Context: an optimization exercise on an open-source flow, tuned for small area, a short achievable clock period and few clock cycles. The choices shown serve that exercise and are no tape-out recipe. Function was checked by simulation only, so behaviour that the tests miss may differ from the original.

==> flow/design.v, too long to show whole: its modules and the start of the top module <==
// module SM_RADD: 17 lines
// module SM_RINC: 13 lines
// module SM_HA: 4 lines
// module SM_M1: 1785 lines
// module SM_M2: 1619 lines
// module SM_FA: 4 lines
// module SM_MAJ: 3 lines
// module SM_PP3: 3 lines
// module SM_LUT: 23 lines
// module SM_RLUT: 75 lines
// module SoftMax: 250 lines
module SoftMax (
	input				clk,
	input				rst_n,
	input				axisif_in_start,
	output				axisif_out_done,
	output		[3:0]	out_adrIn,
	input		[31:0]	in_dataIn,
	output		[3:0]	out_adrOut,
	output		[31:0]	out_dataOut,
	output				out_wr
);
  // ...
==> flow/run.sh <==
#!/bin/bash
# synth_recipe.tcl (not shown) runs the flow's synth.tcl, then flattens the netlist and writes it again
# the make line also repeats each setting of config.mk as NAME=value (left out here)
make -C /OpenROAD-flow-scripts/flow DESIGN_CONFIG=/design/flow/config.mk WORK_HOME=/design/flow/orfs CLKGATE_MAP_FILE= SYNTH_SCRIPT=/design/flow/synth_recipe.tcl finish
==> flow/config.mk <==
export PLATFORM = sky130hd
export DESIGN_NAME = SoftMax
export DESIGN_NICKNAME = SoftMax
export VERILOG_FILES = /design/flow/design.v
export SDC_FILE = /design/flow/constraint.sdc
export NUM_CORES = 8
export LEC_CHECK = 0
export CAP_MARGIN = 20
export CORE_MARGIN = 2
export CORE_UTILIZATION = 40
export CTS_CLUSTER_DIAMETER = 100
export CTS_CLUSTER_SIZE = 20
export SLEW_MARGIN = 20
export SYNTH_HIERARCHICAL = 1
export SYNTH_MINIMUM_KEEP_SIZE = 0
==> flow/constraint.sdc <==
create_clock -name core_clock -period 310.0 [get_ports {clk}]
set_input_delay 62.0000 -clock core_clock [delete_from_list [all_inputs] [get_ports {clk}]]
set_output_delay 62.0000 -clock core_clock [all_outputs]
set_load 0.01 [all_outputs]
==> results.txt, run 1 <==
Clk root buf: clkbuf_16
RR Endpoint: P[5]
Most area-hungry cell type in the Yosys netlist: fa_1
Worst min-delay path category: flop to flop
Met1 WL: 69500 microns
CP max stage cell: clkdlybuf4s50_1
Diodes inserted: 1
RSZ-0062 raised after global routing: no
Met2 usage: 42.8%
FFs w/ async S/R, synth: 1.10%
Crit path kind: flop to output pin
Starting Density: 40.4%
Sequential share of the synthesized area: 25.9%
EDFF count, synth: 325
Critical Path Start Type: flop
Routed Antenna Nets: 0
Peak Freq: 0.0157 GHz
Min-Delay Endpoint: wbi[3]
Chip height: 350 microns
Via/cell ratio: 6.93
DP Worst Slack: 246.72 ns
Final Cell Area: 0.0522 sq mm
Yosys top cell area share: 31.7%
FF+latch area: 0.0124 sq mm
Vias in the first global route: 41900
WHS: 0.415 ns
Tmin final: 63.75 ns
# clk buffers: 50
Footprint of the multi-input gates: 0.0340 sq mm
Status: finished clean
Fin worst setup slack: 246.25 ns
Met3 wire len: 25100 microns
Setup TNS after final layout: 0 ns
Testbench counts, summed over its fixed seeds: cycles 21,626.
==> run 2: changes to the inputs <==
==> flow/flow/run.sh (new file) <==
#!/bin/bash
# Layout: the standard flow (standard.sh), with one change: the port buffers that
# buffer_ports inserts are the smallest plain buffer, sky130_fd_sc_hd__buf_1, instead of its
# default clkdlybuf4s50_1, a delay cell.  Every port still gets its buffer.
set -euo pipefail
export BUFFER_PORTS_ARGS="-buffer_cell sky130_fd_sc_hd__buf_1"
bash standard.sh > standard.log 2>&1
==> flow/standard.sh (new file) <==
#!/bin/bash
# synth_recipe.tcl (not shown) runs the flow's synth.tcl, then flattens the netlist and writes it again
# the make line also repeats each setting of config.mk as NAME=value (left out here)
make -C /OpenROAD-flow-scripts/flow DESIGN_CONFIG=/design/flow/config.mk WORK_HOME=/design/flow/orfs CLKGATE_MAP_FILE= SYNTH_SCRIPT=/design/flow/synth_recipe.tcl "${@:-finish}"
removed: flow/run.sh
==> run 2 against run 1 <==
Compared with the run above:
- critical endpoint unchanged
- first-iteration DRC count is 0.97% lower
- area after synthesis stayed put
- count of clock-buffer cells in the layout is 2 lower
- fmax is 0.63% higher
- still clean
==> results.txt, run 2 <==
Crit path kind: flop to output pin
Clk sinks: 454
Critical Path Start Type: flop
CP delay by family, top: flip-flops
Routed Antenna Nets: 0 (unchanged)
Fin worst setup slack: 246.65 ns (+0.402 ns)
Cells after Synth: 4212
Clock Skew: 0.0754 ns
Syn. warnings: 9
Setup violators final: 0
Status: finished clean
Met2 usage: 43.3% (+0.49 points)
Post-synth cell types: 116
Vias in the first global route: 41300 (-1.3%)
TritonCTS Buffers: 34
Final Cell Area: 0.0517 sq mm (-0.93%)
Synthesized area per cell: 11.3 sq um
Post-route clock period utilization: 20.4%
First-pass GRT wire length: 273000 microns
Largest Register: E
CTS HTree Levels: 2
DP Worst Slack: 246.97 ns (+0.255 ns)
Yosys top cell area share: 31.7% (unchanged)
RSZ-0062 raised after global routing: no
Fin util: 43.8%
Area growth syn-to-layout: 8.26%
Largest net degree at the start of global routing: 84
Die area: 0.122 sq mm
FFs w/ async S/R, synth: 1.10% (unchanged)
Seq cells post-synth: 454
Starting Density: 40.4% (unchanged)
Via/cell ratio: 6.95 (+0.28%)
CP peak stage delay: 0.54 ns
DRC errors left: 0
Largest registers: E (210), m (31), xr (31)
Global routing usage on met3: 9.23%
Post-Syn Area: 0.0478 sq mm
Top-count cell post-synth: fa_1
Tmin final: 63.35 ns (-0.402 ns)
Core Rows: 126
GR Util met1: 40.3%
Sequential share of the synthesized area: 25.9% (unchanged)
Area of the core: 0.118 sq mm
Slew Viols, Final: 0
Final wirelength: 182000 microns
Slew of the pin with the lowest slew margin: 1.17 ns
CP max stage cell: edfxtp_1
Dominant synthesized flop cell: edfxtp_1
Via count: 41200
Crit end category: output pin
Max reg flops: 210
Share of cells above drive strength 1: 9.81%
Wire per inst: 30.6 microns
Chip Width: 350 microns
Final Non-Filler Cells: 5932
Crit-path cells: buf_1
Max Cap Violations: 0
Grt ovf: 0
Commonest non-fill, non-tap cell in the layout: fa_1
WHS: 0.431 ns (+0.0155 ns)
Clock latency on the worst-skew pair: 0.65 ns
Most Crowded Layer GR: met2
Top Ports: 77
Setup TNS after final layout: 0 ns (unchanged)
Critical Path RT: 248.00 ns
Clock Tree Buf Depth: 3
CTS tree: done
CP bufs+invs: 1
Worst min-delay path category: flop to flop
Post-DP Area: 0.0506 sq mm
Total track usage: 29.5%
Worst-path clk slew: 0.09 ns
Chip height: 350 microns (unchanged)
Critical path arrival: 1.35 ns
GPL Wtd Cong: 0.977
Post-synth top cells: fa_1, a222oi_1, nand2_1
Most area-hungry cell type in the Yosys netlist: fa_1
Hpwl dp: 124000 microns
Hold buffer count at CTS: 0
Filler instances: 11100
Total placed cells including tap cells: 5868
Initial antenna violation count: 5
Clk root buf: clkbuf_16
# nets final: 5223
Port Buffers: 64
EDFF count, synth: 325 (unchanged)
Iteration-0 DRC Markers: 9086
PostCTS Resize Cnt: 0
Synth area leaders: fa_1, edfxtp_1, a222oi_1, dfxtp_1, nand2_1
Peak Freq: 0.0158 GHz (+0.63%)
CP max FO: 6
DRT Pass-1 Iters: 17
Most frequent cells in the layout: fa_1, a222oi_1, nand2_1
Worst slew margin: 22.0%
Hold Vio Cnt, Final: 0
Post-CTS Setup Bufs: 0
[run 2: modules after synthesis, one instance, submodules excluded, a selection]
module | flip-flops and latches | area (sq um)
SM_RLUT | 0 | 1300
SoftMax | 454 | 22200
SM_LUT | 0 | 1140
SM_M2 | 0 | 977
SM_MAJ | 0 | 11.3
SM_M1 | 0 | 947
SM_HA | 0 | 12.5
SM_FA | 0 | 20.0
SM_PP3 | 0 | 10.0
[run 2: worst paths after layout]
path	start	end	slack (ns)	cells past startpoint
setup reg to reg	D[1]	P[6]	270.20	97
max in group asynchronous	rst_n	wb	248.38	1
setup / recovery	adr[2]	out_adrIn[2]	246.65	1
hold / removal	cur[1]	wbi[1]	0.43	0
min in group asynchronous	rst_n	st[0]	61.29	1
hold reg to reg	cur[1]	wbi[1]	0.43	0
[run 2: metal layers]
layer / part of all wire (%) / routed length, microns / up-vias
met5: 0.0072 / 13 / -
met4: 5.1 / 9290 / 2
met3: 14 / 24800 / 570
met2: 43 / 77700 / 3222
met1: 38 / 69800 / 20800
li1: - / - / 16700
[run 2: cell families (layout without fill, tap and decap cells)]
kind of cell	after synthesis	in the layout	share of synthesized area, %
xor gates and xnor gates	60	60	1.10
DFF	454	454	25.9
other	7	87	0.0550
buffers and inverters	374	478	3.68
and+or+nand+nor	1157	1157	11.9
adders and majority gates	858	858	34.2
AOI/OAI and AO/OA	1198	1198	20.7
muxes	104	104	2.41
[run 2: area by class of cell]
type	instances	area, sq um	share of cell area (%)
repair buffers	259	1700	3.29
clock buffers	48	903	1.75
diodes	3	7.51	0.0145
inverters	158	597	1.15
clock inverters	13	188	0.363
multi-input cells	3461	34000	65.8
flip-flops and latches	454	12400	23.9
well taps	1536	1920	3.71

## port drivers added, routing unchanged
Ports are ideal in the flow. The routed layouts listed here were re-timed in OpenROAD. Step 1: set_driving_cell puts a clkbuf_16 on clk and a buf_2 on each other input, an assumption about the parent block. Step 2 moves the port delays by t, midway between the first and last clock arrival at a register: inputs arrive t later, outputs are due t later. That takes back most of the time a late clock gives input paths. a / b / c = ideal / step 1 / step 2; a / b = the first two.
| run | t, ns | slack for setup (ns) | latest minus earliest clock arrival (ns) |
|---|---|---|---|
| run 1 | 0.690 | 246.247 / 246.178 / 246.705 | 0.044 / 0.044 |
| run 2 | 0.681 | 246.649 / 246.584 / 246.969 | 0.075 / 0.075 |
After both steps setup and hold are still met in every run listed.
